This design comes from an exercise in tuning for small area and a short achievable clock period on the open sky130 flow, not from production work. Function was checked by simulation only, so behaviour that the tests miss may differ from the original. Power and IR drop assume default switching activity.

==> run Z <==
Design pipeline, start of the top module:
module pipeline (
    input  wire        clk,
    input  wire        reset,
    output wire [9:0]  imem_addr,
    input  wire [31:0] imem_rdata,
    output wire [9:0]  dmem_addr,
    output wire [31:0] dmem_wdata,
    output wire        dmem_we,
    output wire        dmem_re,
    input  wire [31:0] dmem_rdata,
    output wire        wb_en,
    output wire [4:0]  wb_reg,
    output wire [31:0] wb_data
);
clock: 10.0 ns
lec_check: 0
cap_margin: 20
core_margin: 2
core_utilization: 50
cts_cluster_diameter: 100
cts_cluster_size: 20
place_density: 0.6
slew_margin: 20
standard.sh (not shown) runs the stock make flow with config.mk's settings and CLKGATE_MAP_FILE= SYNTH_SCRIPT=/design/flow/synth_recipe.tcl, a recipe that flattens the netlist after the stock synthesis.
==> flow/flow/run.sh <==
#!/bin/bash
# Layout flow: the standard layout (standard.sh: ORFS synthesis, floorplan,
# placement, CTS, routing) with a larger setup margin for the timing repair, so
# that the repair works towards a clock period below the 10 ns constraint,
# and the smallest buffer for the ports' buffers (the repair resizes those on
# critical paths).
# Each step's full output goes to a log file of its own in this folder.
set -euo pipefail
MARGIN=$(cat flow/margin.txt)
bash standard.sh synth > log_synth.txt 2>&1
bash standard.sh SETUP_SLACK_MARGIN=$MARGIN floorplan > log_floorplan.txt 2>&1
bash standard.sh SETUP_SLACK_MARGIN=$MARGIN "BUFFER_PORTS_ARGS=-buffer_cell sky130_fd_sc_hd__buf_1" place > log_place.txt 2>&1
bash standard.sh SETUP_SLACK_MARGIN=$MARGIN cts > log_cts.txt 2>&1
bash standard.sh SETUP_SLACK_MARGIN=$MARGIN route > log_route.txt 2>&1
bash standard.sh SETUP_SLACK_MARGIN=$MARGIN finish > log_finish.txt 2>&1
test -f out/final.def
==> flow/flow/margin.txt <==
6.8
==> run B: changes against run Z <==
--- a/flow/design.v
+++ b/flow/design.v
@@ -951,43 +951,32 @@
     output wire        dmem_re,
     input  wire [31:0] dmem_rdata,
     output wire        wb_en,
     output wire [4:0]  wb_reg,
     output wire [31:0] wb_data
 );
-    reg [9:0] pc_n, pc_out;
-    wire [9:0] pc_next = ~pc_n + 10'd1;
+    reg [9:0] pc;
     always @(posedge clk or posedge reset)
-        if (reset) begin
-            pc_n   <= 10'h3ff;
-            pc_out <= 10'd0;
-        end else begin
-            pc_n   <= ~pc_next;
-            pc_out <= pc_next;
-        end
-    assign imem_addr = pc_out;
+        if (reset) pc <= 10'd0;
+        else       pc <= pc + 10'd1;
+    assign imem_addr = pc;
     reg [5:0]  ir_op;
     reg [4:0]  ir_rd;
-    reg [4:0]  ir_rt;
+    reg [4:0]  ir_rs, ir_rt;
     reg [10:0] ir_lo;
-    reg [3:0]  rs_hi, rt_hi;
-    reg [7:0]  rs_lo, rt_lo;
     always @(posedge clk or posedge reset)
         if (reset) begin
             ir_op <= 6'd0;
             ir_rd <= 5'd0;
         end else begin
             ir_op <= imem_rdata[31:26];
             ir_rd <= imem_rdata[15:11];
         end
     always @(posedge clk) begin
+        ir_rs <= imem_rdata[25:21];
         ir_rt <= imem_rdata[20:16];
-        rs_hi <= 4'b0001 << imem_rdata[25:24];
-        rs_lo <= 8'b00000001 << imem_rdata[23:21];
-        rt_hi <= 4'b0001 << imem_rdata[20:19];
-        rt_lo <= 8'b00000001 << imem_rdata[18:16];
         ir_lo <= imem_rdata[10:0];
     end
     reg        wb_dis_q;            
     wire       wb_we = ~wb_dis_q;
     reg [4:0]  wb_reg_q;
     reg [31:0] wb_data_q;
@@ -1007,14 +996,14 @@
     wire [31:1] sel_s, sel_t;
     wire [31:0] rv_s [0:31];
     wire [31:0] rv_t [0:31];
     assign rv_s[0] = 32'd0;
     assign rv_t[0] = 32'd0;
     generate for (g = 1; g < 32; g = g + 1) begin : rfr
-        assign sel_s[g] = rf_valid[g] & rs_hi[g / 8] & rs_lo[g % 8];
-        assign sel_t[g] = rf_valid[g] & rt_hi[g / 8] & rt_lo[g % 8];
+        assign sel_s[g] = rf_valid[g] & (ir_rs == g);
+        assign sel_t[g] = rf_valid[g] & (ir_rt == g);
         assign rv_s[g] = rv_s[g-1] | ({32{sel_s[g]}} & rf[32*g +: 32]);
         assign rv_t[g] = rv_t[g-1] | ({32{sel_t[g]}} & rf[32*g +: 32]);
     end endgenerate
     wire [31:0] val_s = rv_s[31];
     wire [31:0] val_t = rv_t[31];
     wire       is_r   = (ir_op <= 6'd5);
--- a/flow/config.mk
+++ b/flow/config.mk
@@ -5,10 +5,8 @@
 export SDC_FILE = /design/flow/constraint.sdc
 export NUM_CORES = 4
 export LEC_CHECK = 0
 export CAP_MARGIN = 20
 export CORE_MARGIN = 2
 export CORE_UTILIZATION = 50
-export CTS_CLUSTER_DIAMETER = 100
-export CTS_CLUSTER_SIZE = 20
 export PLACE_DENSITY = 0.6
 export SLEW_MARGIN = 20
==> notes <==
Against run Z, the total power of run B is higher by 15%. In run B the register-to-register slack is worse than in run Z, by 0.02 ns. Of run Z and run B, run B has the higher final area (gap 4.2%, measured against run B). Between run B and run Z, the lower non-clock buffer count is in run Z (gap 77). Between run B and run Z, the lower clock power is in run Z (gap 55%, measured against run Z). Via count: run Z is larger than run B (0.20%). First-iteration DRC count: run Z is lower than run B (4.4%).
==> figures <==
item                                                                                 run Z             run B
Status                                                    no timing/DRC/antenna violations  no timing/DRC/antenna violations
Net count after synthesis                                                             5844              5739
Routing usage on met3                                                               18.19%            19.20%
Vertical extent of the die                                                        381.1 um          378.6 um
Number of cells traversed by the worst register-to-register path                         6                 7
Destination of the worst register-to-register timing path                 ex_a[19]$_DFF_P_  ex_a[21]$_DFF_P_
Reg-to-reg critical path startpoint                               rf_valid[31]$_DFFE_PP0P_  ir_rs[1]$_DFF_P_
Number of inverters outside the clock class in the layout                              160               150
Ratio of layout area to synthesized area                                           1.1014x           1.1649x
Full die area                                                                  0.1452 mm^2       0.1434 mm^2
Headroom to the max-slew limit                                                      16.78%            16.16%
Share of the synthesized area in compound gates (AO/OA/AOI/OAI)                     14.88%            15.73%
Data required, critical path                                                      10.52 ns          10.63 ns
Area of the mapped netlist                                                    0.07111 mm^2      0.07017 mm^2
Share of power burned in registers                                                   60.9%             50.9%
Clk sinks                                                                             1567              1538

==> port drivers added, routing unchanged <==
How much do the figures lean on ideal ports? The routed layouts below were timed once more, with nothing changed but the port constraints.
Step 1 (the two cells are an assumption about what drives the block):
set clk [get_ports {clk}]
set_driving_cell -lib_cell sky130_fd_sc_hd__clkbuf_16 $clk
set_driving_cell -lib_cell sky130_fd_sc_hd__buf_2 [delete_from_list [all_inputs] $clk]
Step 2, shift: input delay + t, output delay - t, t = (earliest + latest rising clock arrival at the registers) / 2. This alone moves slack from input paths to output paths.
Three values: ideal ports, drivers, drivers and shift; two values: the first two.
| run | t, ns | slack for setup (ns) | slew at the worst register clock pin (ns) |
|---|---|---|---|
| run Z | 0.829 | 6.635 / 6.593 / 6.635 | 0.10 / 0.10 |
| run B | 0.887 | 6.612 / 6.549 / 6.280 | 0.07 / 0.07 |
After both steps setup and hold are still met in every run listed. For run B, which loses most, drivers alone change the setup slack by -0.063 ns; drivers and shift together by -0.332 ns. Setup slack includes reset recovery checks.
